Background: an optimization exercise with open tools, aiming at small area. Do not read the settings as production practice. Only simulation tests tie the RTL to the original design; equivalence was not proved. Power is estimated from default activity; no workload was simulated.

[flow/design.v]
module Final(CLK,rst,keyRows,keyCols,display8,bitchoose);
input CLK;
input rst;
input[3:0] keyRows;
output[3:0] keyCols;
output[7:0] display8;
output[3:0] bitchoose;
reg [7:0] c1;
wire en1 = (~c1[1] & ~c1[2] & ~c1[3] & ~c1[4] & ~c1[5] & ~c1[6] & ~c1[7]);
always @(posedge CLK)
	if (rst) c1 <= 8'd176;
	else c1 <= {c1[6:0], c1[7] ^ c1[0] ^ (c1[1] & c1[3])};
reg [6:0] c2;
wire en2 = (~c2[1] & ~c2[2] & ~c2[4] & ~c2[5] & ~c2[6]);
always @(posedge CLK)
	if (rst) c2 <= 7'd95;
	else c2 <= {c2[5:0], c2[6] ^ (c2[0] & c2[3])};
reg [1:0] ks;
wire B = |keyRows;
always @(posedge CLK)
	if (rst) ks <= 2'b00;
	else if (en1 && !B) ks <= {ks[0], ~ks[1]};
assign keyCols = {~ks[1]&~ks[0], ~ks[1]&ks[0], ks[1]&ks[0], ks[1]&~ks[0]};
reg p, A;
always @(posedge CLK)
	if (rst) begin p <= 1'b0; A <= 1'b0; end
	else if (en1) begin p <= B; A <= B & p; end
wire r3 = keyRows==4'b1000, r2 = keyRows==4'b0100, r1 = keyRows==4'b0010, r0 = keyRows==4'b0001;
wire kStart  = A & keyCols[2] & r0;
wire kReset  = A & keyCols[1] & r0;
wire kTiming = A & keyCols[0] & r0;
wire kDigit  = A & (r3|r2|r1|(r0&keyCols[3])) & ~keyCols[0];
wire kSR = kStart | kReset;
wire kAny = kSR | kTiming | kDigit;
reg [3:0] dig;
always @(*)
	case ({ks, keyRows})
		6'b00_1000: dig = 4'd1;
		6'b01_1000: dig = 4'd2;
		6'b11_1000: dig = 4'd3;
		6'b00_0100: dig = 4'd4;
		6'b01_0100: dig = 4'd5;
		6'b11_0100: dig = 4'd6;
		6'b00_0010: dig = 4'd7;
		6'b01_0010: dig = 4'd8;
		6'b11_0010: dig = 4'd9;
		default:    dig = 4'd0;
	endcase
wire ge5 = (dig >= 4'd5);
wire [3:0] mu = {dig[2:0], 1'b0} - (ge5 ? 4'd10 : 4'd0);
localparam S0 = 3'd0, S1 = 3'd1, S2 = 3'd2, S3 = 3'd3, S4 = 3'd4;
reg [2:0] st;
reg judge;         
reg [8:0] M;       
reg [5:0] a;       
reg [1:0] Lh;      
reg [3:0] Ll;      
wire isS0 = st == S0, isS1 = st == S1, isS2 = st == S2, isS3 = st == S3, isS4 = st == S4;
wire bend = (M[0] & M[1] & ~M[2] & ~M[3] & ~M[4] & ~M[5] & M[6] & ~M[7] & ~M[8]);
wire aend = (a[0] & a[1] & a[2] & a[5]);
wire [8:0] bstep = {M[7:0], ~(M[8] ^ M[4])};
wire [5:0] astep = {a[4:0], ~(a[5] ^ a[0])};
wire mnz = |M[6:0];
wire [3:0] du = (M[3:0] == 4'd0) ? 4'd9 : M[3:0] - 4'd1;
wire [2:0] dt = (M[3:0] == 4'd0) ? M[6:4] - 3'd1 : M[6:4];
wire lp = isS1 & Ll[0];
always @(posedge CLK)
	if (rst) begin
		st <= S2; a <= 6'd0;
	end else if (en1) begin
		case (st)
		S0: begin
			if (!kAny) begin
				if (bend) st <= S2;
				M <= bstep;
			end else if (kDigit) begin
				st <= S1; judge <= 1'b0; Lh <= 2'd0; Ll <= dig; M <= {2'b0, 2'b0, ge5, mu};
			end else if (kTiming) begin
				st <= S3; M <= 9'd0;
			end else begin
				M <= 9'd0; Lh <= 2'd0; Ll <= 4'd0;
			end
		end
		S1: begin
			if (!kAny) judge <= 1'b1;
			else if (!judge) a <= 6'd0;
			else if (kDigit) begin
				judge <= 1'b0;
				if (Ll[3:1] != 3'd0) begin
					st <= S4; M <= 9'd0; Lh <= 2'd2; Ll <= 4'd0;
				end else begin
					Lh <= {1'b0, Ll[0]}; Ll <= dig; M <= {2'b0, 1'b0, Ll[0], ge5, mu};
				end
			end else if (kTiming) st <= S3;
			else begin
				st <= S0; M <= 9'd0; Lh <= 2'd0; Ll <= 4'd0;
			end
		end
		S2: begin
			if (kStart) begin
				st <= S0; M <= 9'd0; Lh <= 2'd0; Ll <= 4'd0;
			end
		end
		S3: begin
			if (!kAny) begin
				if (mnz) begin
					if (aend) begin a <= 6'd0; M <= {2'b0, dt, du}; end
					else a <= astep;
				end else st <= S0;
			end
		end
		default: begin  
			if (!kAny) begin
				judge <= 1'b1;
				if (bend) st <= S2;
				M <= bstep;
			end else if (!judge) begin
				a <= 6'd0; M <= 9'd0;
			end else if (kDigit) M <= 9'd0;
			else if (kTiming) begin
				st <= S3; M <= {2'b0, 3'd4, 4'd0};
			end else begin
				st <= S0; M <= 9'd0; Lh <= 2'd0; Ll <= 4'd0;
			end
		end
		endcase
	end
reg [1:0] ds;
always @(posedge CLK)
	if (rst) ds <= 2'b00;
	else if (en2) ds <= {ds[0], ~ds[1]};
assign bitchoose = {ds[1]&~ds[0], ds[1]&ds[0], ~ds[1]&ds[0], ~ds[1]&~ds[0]};
wire [3:0] dsel = ds[1] ? (ds[0] ? {1'b0, M[6:4]} : M[3:0]) : (ds[0] ? Ll : {2'b0, Lh});
wire [3:0] code = isS0 ? 4'd0 : (isS4 & ds[1]) ? {1'b0, ds[0], 2'b0} : dsel;
reg [7:0] seg;
always @(*)
	case (code)
		4'd0: seg = 8'b11000000;
		4'd1: seg = 8'b11111001;
		4'd2: seg = 8'b10100100;
		4'd3: seg = 8'b10110000;
		4'd4: seg = 8'b10011001;
		4'd5: seg = 8'b10010010;
		4'd6: seg = 8'b10000010;
		4'd7: seg = 8'b11111000;
		4'd8: seg = 8'b10000000;
		4'd9: seg = 8'b10011000;
		default: seg = 8'b11111111;
	endcase
assign display8 = seg | {8{isS2}};
endmodule
[flow/config.mk]
export PLATFORM = sky130hd
export DESIGN_NAME = Final
export DESIGN_NICKNAME = Final
export VERILOG_FILES = /design/flow/design.v
export SDC_FILE = /design/flow/constraint.sdc
export NUM_CORES = 4
export LEC_CHECK = 0
export ABC_AREA = 1
export CAP_MARGIN = 20
export CORE_MARGIN = 2
export CORE_UTILIZATION = 60
export SLEW_MARGIN = 20
[flow/constraint.sdc]
create_clock -name core_clock -period 10.0 [get_ports {CLK}]
set_input_delay 2.0000 -clock core_clock [delete_from_list [all_inputs] [get_ports {CLK}]]
set_output_delay 2.0000 -clock core_clock [all_outputs]
set_load 0.01 [all_outputs]
[flow/run.sh]
#!/bin/bash
# synth_recipe.tcl (not shown) runs the flow's synth.tcl, then flattens the netlist and writes it again
# the make line also repeats each setting of config.mk as NAME=value (left out here)
make -C /OpenROAD-flow-scripts/flow DESIGN_CONFIG=/design/flow/config.mk WORK_HOME=/design/flow/orfs CLKGATE_MAP_FILE= SYNTH_SCRIPT=/design/flow/synth_recipe.tcl finish
==> impl_metrics.env <==
export IMPL_status="complete, no violations"
export IMPL_vdd_ir_drop_max_mv=0.0983
export IMPL_crit_type="flip-flop to output port"
export IMPL_critPathArrivalTime_ns=3.06
export IMPL_via_count=2743
export IMPL_cts_tree="built"
export IMPL_synth_cell_area_um2=2900
export IMPL_die_h_um=73.5
export IMPL_initial_core_util_pct=61.8
export IMPL_antenna_found_initial=0
export IMPL_rows=25
export IMPL_diodes=0
export IMPL_die_area_um2=5410
export IMPL_rsz0062_at_grt="no"
export IMPL_fmax_ghz=0.198
export IMPL_path_buf_inv=5
export IMPL_layout_drive_gt1_share_pct=6.11
export IMPL_seq_area_frac_synth_pct=37.3
export IMPL_slew_headroom_pct=37.3
export IMPL_ys_flop_type="dfxtp_1"
export IMPL_final_hold_viol_count=0
export IMPL_final_common_cell="nand2_1"
export IMPL_path_cells="nor2_1, inv_1, nor2_2, inv_2, nand2_1, inv_1, nand2_1, inv_1, ha_1, or2_2, o21ai_0, o21ai_1, clkdlybuf4s50_1"
export IMPL_h_tree_depth=2
export IMPL_clkLatencyLatePin_ns=0.30
export IMPL_yosysWarningCount=1
export IMPL_cts_reportedPaths_clkPinSlew_ns=0.08
export IMPL_hp_class="flip-flop to flip-flop"
export IMPL_pin_count=22
export IMPL_finalInstanceArea_um2=3220
export IMPL_syn_to_final_growth_pct=10.9
export IMPL_slowest_stage="clkdlybuf4s50_1"
export IMPL_crit_top_cell="inv_1"
export IMPL_ys_seq_elements=46
export IMPL_syn_inst=420
export IMPL_viasPerCell=5.53
export IMPL_min_period_over_period_pct=50.6
export IMPL_cp_top_family="simple AND/OR/NAND/NOR gates"
export IMPL_ys_types=41
export IMPL_postCtsHoldBufs=0
export IMPL_ctsLongestPathBuffers=2
export IMPL_cp_required_ns=8.00
export IMPL_fin_cells=496
export IMPL_cellPowerDensity_nw_per_um2=99.9
export IMPL_tns_ns=0
export IMPL_finalPower_uw=321
export IMPL_start_kind="flip-flop"
export IMPL_place_ws_ns=5.30
export IMPL_async_reset_ff_share_pct=0
export IMPL_numPortBuffers=20
export IMPL_cts_root_buf="clkbuf_8"
export IMPL_finalMaxSlewViolations=0
export IMPL_worst_slack_ns=4.94
export IMPL_synth_edf_count=16
export IMPL_n_fill_cell=436
export IMPL_startpoint="st[2]"
export IMPL_gr_total_overflow=0
export IMPL_drc=0
export IMPL_numCtsBuffers=5
export IMPL_place_area_um2=3130
export IMPL_slowest_delay_ns=0.49
export IMPL_firstDrtPassIters=5
export IMPL_fp_dieW_um=73.5
export IMPL_seq_area_um2=1080
export IMPL_worstHoldStart="c1[6]"
export IMPL_wire_per_inst_um=13.4
export IMPL_final_cell_mix="nand2_1, inv_1, nor2_1"
export IMPL_synth_nets=435
export IMPL_grt_total_usage_pct=26.7
export IMPL_p_leak_uw=0.00148
export IMPL_core_area_um2=4690
export IMPL_post_cts_buffers=0
export IMPL_hpwl_um=5170
export IMPL_antenna_left=0
export IMPL_ctsResizeCount=0
export IMPL_fin_skew_ns=0.0108
export IMPL_place_congestion=0.959
export IMPL_first_global_vias=2507
export IMPL_grt_pass1_wl_um=11200
export IMPL_layout_nets=456
export IMPL_multiInputGateArea_um2=1510
export IMPL_routed_wl_um=6630
export IMPL_cts_sinks=46
export IMPL_drt_iter0_markers=196
export IMPL_worst_slew_pin_slew_ns=0.940
export IMPL_grt_start_max_net_pins=21
export IMPL_finalSetupViolCount=0
export IMPL_cp_max_fo=13
export IMPL_place_inst=488
export IMPL_r2r_start="st[2]"
export IMPL_maxCapViolCount=0
export IMPL_syn_area_per_cell_um2=6.91
export IMPL_finalCriticalPeriod_ns=5.06
export IMPL_worst_setup_path_end_kind="output port"
per-layer routing:
layer | vias up | global-route usage [%] | wire length, um | share of wire [%]
met5 | - | 0 | 0 | 0
met4 | 0 | 8.28 | 70 | 1.1
met3 | 9 | 4.94 | 383 | 5.8
met2 | 92 | 44.7 | 3230 | 49
met1 | 1237 | 34.9 | 2950 | 45
li1 | 1405 | - | - | -
stage by stage:
| step | utilization (%) | hold WS [ns] |
|---|---|---|
| floorplan | - | 0.391 |
| global placement | 66.8 | 0.405 |
| detailed placement | 66.8 | 0.401 |
| CTS | 68.5 | 0.426 |
| global route | 68.5 | 0.447 |
| finish | 68.5 | 0.421 |
state kept, by name, indices dropped and copies added, names as in the netlist:
signal,count
judge,1
a,6
Lh,2
Ll,4
ds,2
p,1
A,1
c2,7
ks,2
c1,8
st,3
M,9
power by group:
group          switching, uW  internal [uW]
Clock                   59.7           49.7
Sequential              1.57            196
Combinational           8.93           5.82
Total                   70.3            251
final timing paths:
path              slack [ns]          end  depth (start not counted)
hold / removal          0.42        c1[7]                          2
setup / recovery        4.94  display8[6]                         13
setup reg to reg        7.46        Ll[3]                          6
hold reg to reg         0.42        c1[7]                          2
Yosys cell counts (2+ instances only):
cell type | count | area, um2
ha_1 | 9 | 113
nor2_1 | 53 | 199
dfxtp_1 | 30 | 601
inv_2 | 2 | 7.51
nand3_1 | 25 | 125
o22ai_1 | 4 | 25.0
o2111ai_1 | 3 | 26.3
o21ai_1 | 6 | 30.0
inv_1 | 69 | 259
nor3_1 | 5 | 25.0
nand4_1 | 9 | 56.3
clkinv_1 | 2 | 7.51
nor2_2 | 6 | 37.5
a22oi_1 | 3 | 22.5
nand3_2 | 3 | 30.0
o21ai_0 | 27 | 135
a21oi_1 | 15 | 75.1
nand2_4 | 2 | 22.5
o31ai_1 | 3 | 22.5
o211ai_1 | 2 | 15.0
o221ai_1 | 2 | 17.5
nand3b_1 | 2 | 15.0
clkbuf_1 | 3 | 11.3
or2_2 | 2 | 12.5
nand2_1 | 98 | 368
nand2_2 | 3 | 18.8
edfxtp_1 | 16 | 480
xor2_1 | 3 | 26.3
tightest hold or removal path: stages (launching register included):
cell and delay (ns):
dfxtp_1 0.31, inv_1 0.04, nand2_1 0.04
cells by family (layout without fill, tap and decap cells):
group | Yosys count | count (layout) | synth area share, %
XOR/XNOR | 4 | 4 | 1.21
buffers and inverters | 79 | 101 | 10.7
AO/OA/AOI/OAI | 71 | 71 | 14.9
AND/OR/NAND/NOR | 210 | 210 | 32.0
flip-flops | 46 | 46 | 37.3
adder cells (fa/ha/maj) | 9 | 9 | 3.88
other | 1 | 1 | 0.129
cell type report:
type	count	area share, %
Clock buffer	7	2.37
Clock inverter	1	0.195
Inverter	73	8.52
Multi-Input combinational cell	295	47.0
Sequential cell	46	33.6
Tap cell	54	2.10
Timing Repair Buffer	20	6.23

port drivers added, routing unchanged:
How much do the figures lean on ideal ports? The routed layout below was timed once more, with nothing changed but the port constraints. Step 1 assumes that a clkbuf_16 drives the clock port and a buf_2 every other input. Step 2 also shifts input and output timing later by t, the mid clock arrival at the registers, as if the neighbouring blocks saw the same clock. a / b / c = no drivers / after step 1 / after step 2; a / b = the first two.
t, ns: 0.324
slack for setup (ns): 4.944 / 4.917 / 5.240
clock arrival spread, ns: 0.010 / 0.011
pins driven straight from the clock port: 1
After both steps this run still meets setup and hold. The setup slack of this run moves by -0.027 ns with the drivers and by +0.296 ns with both steps.
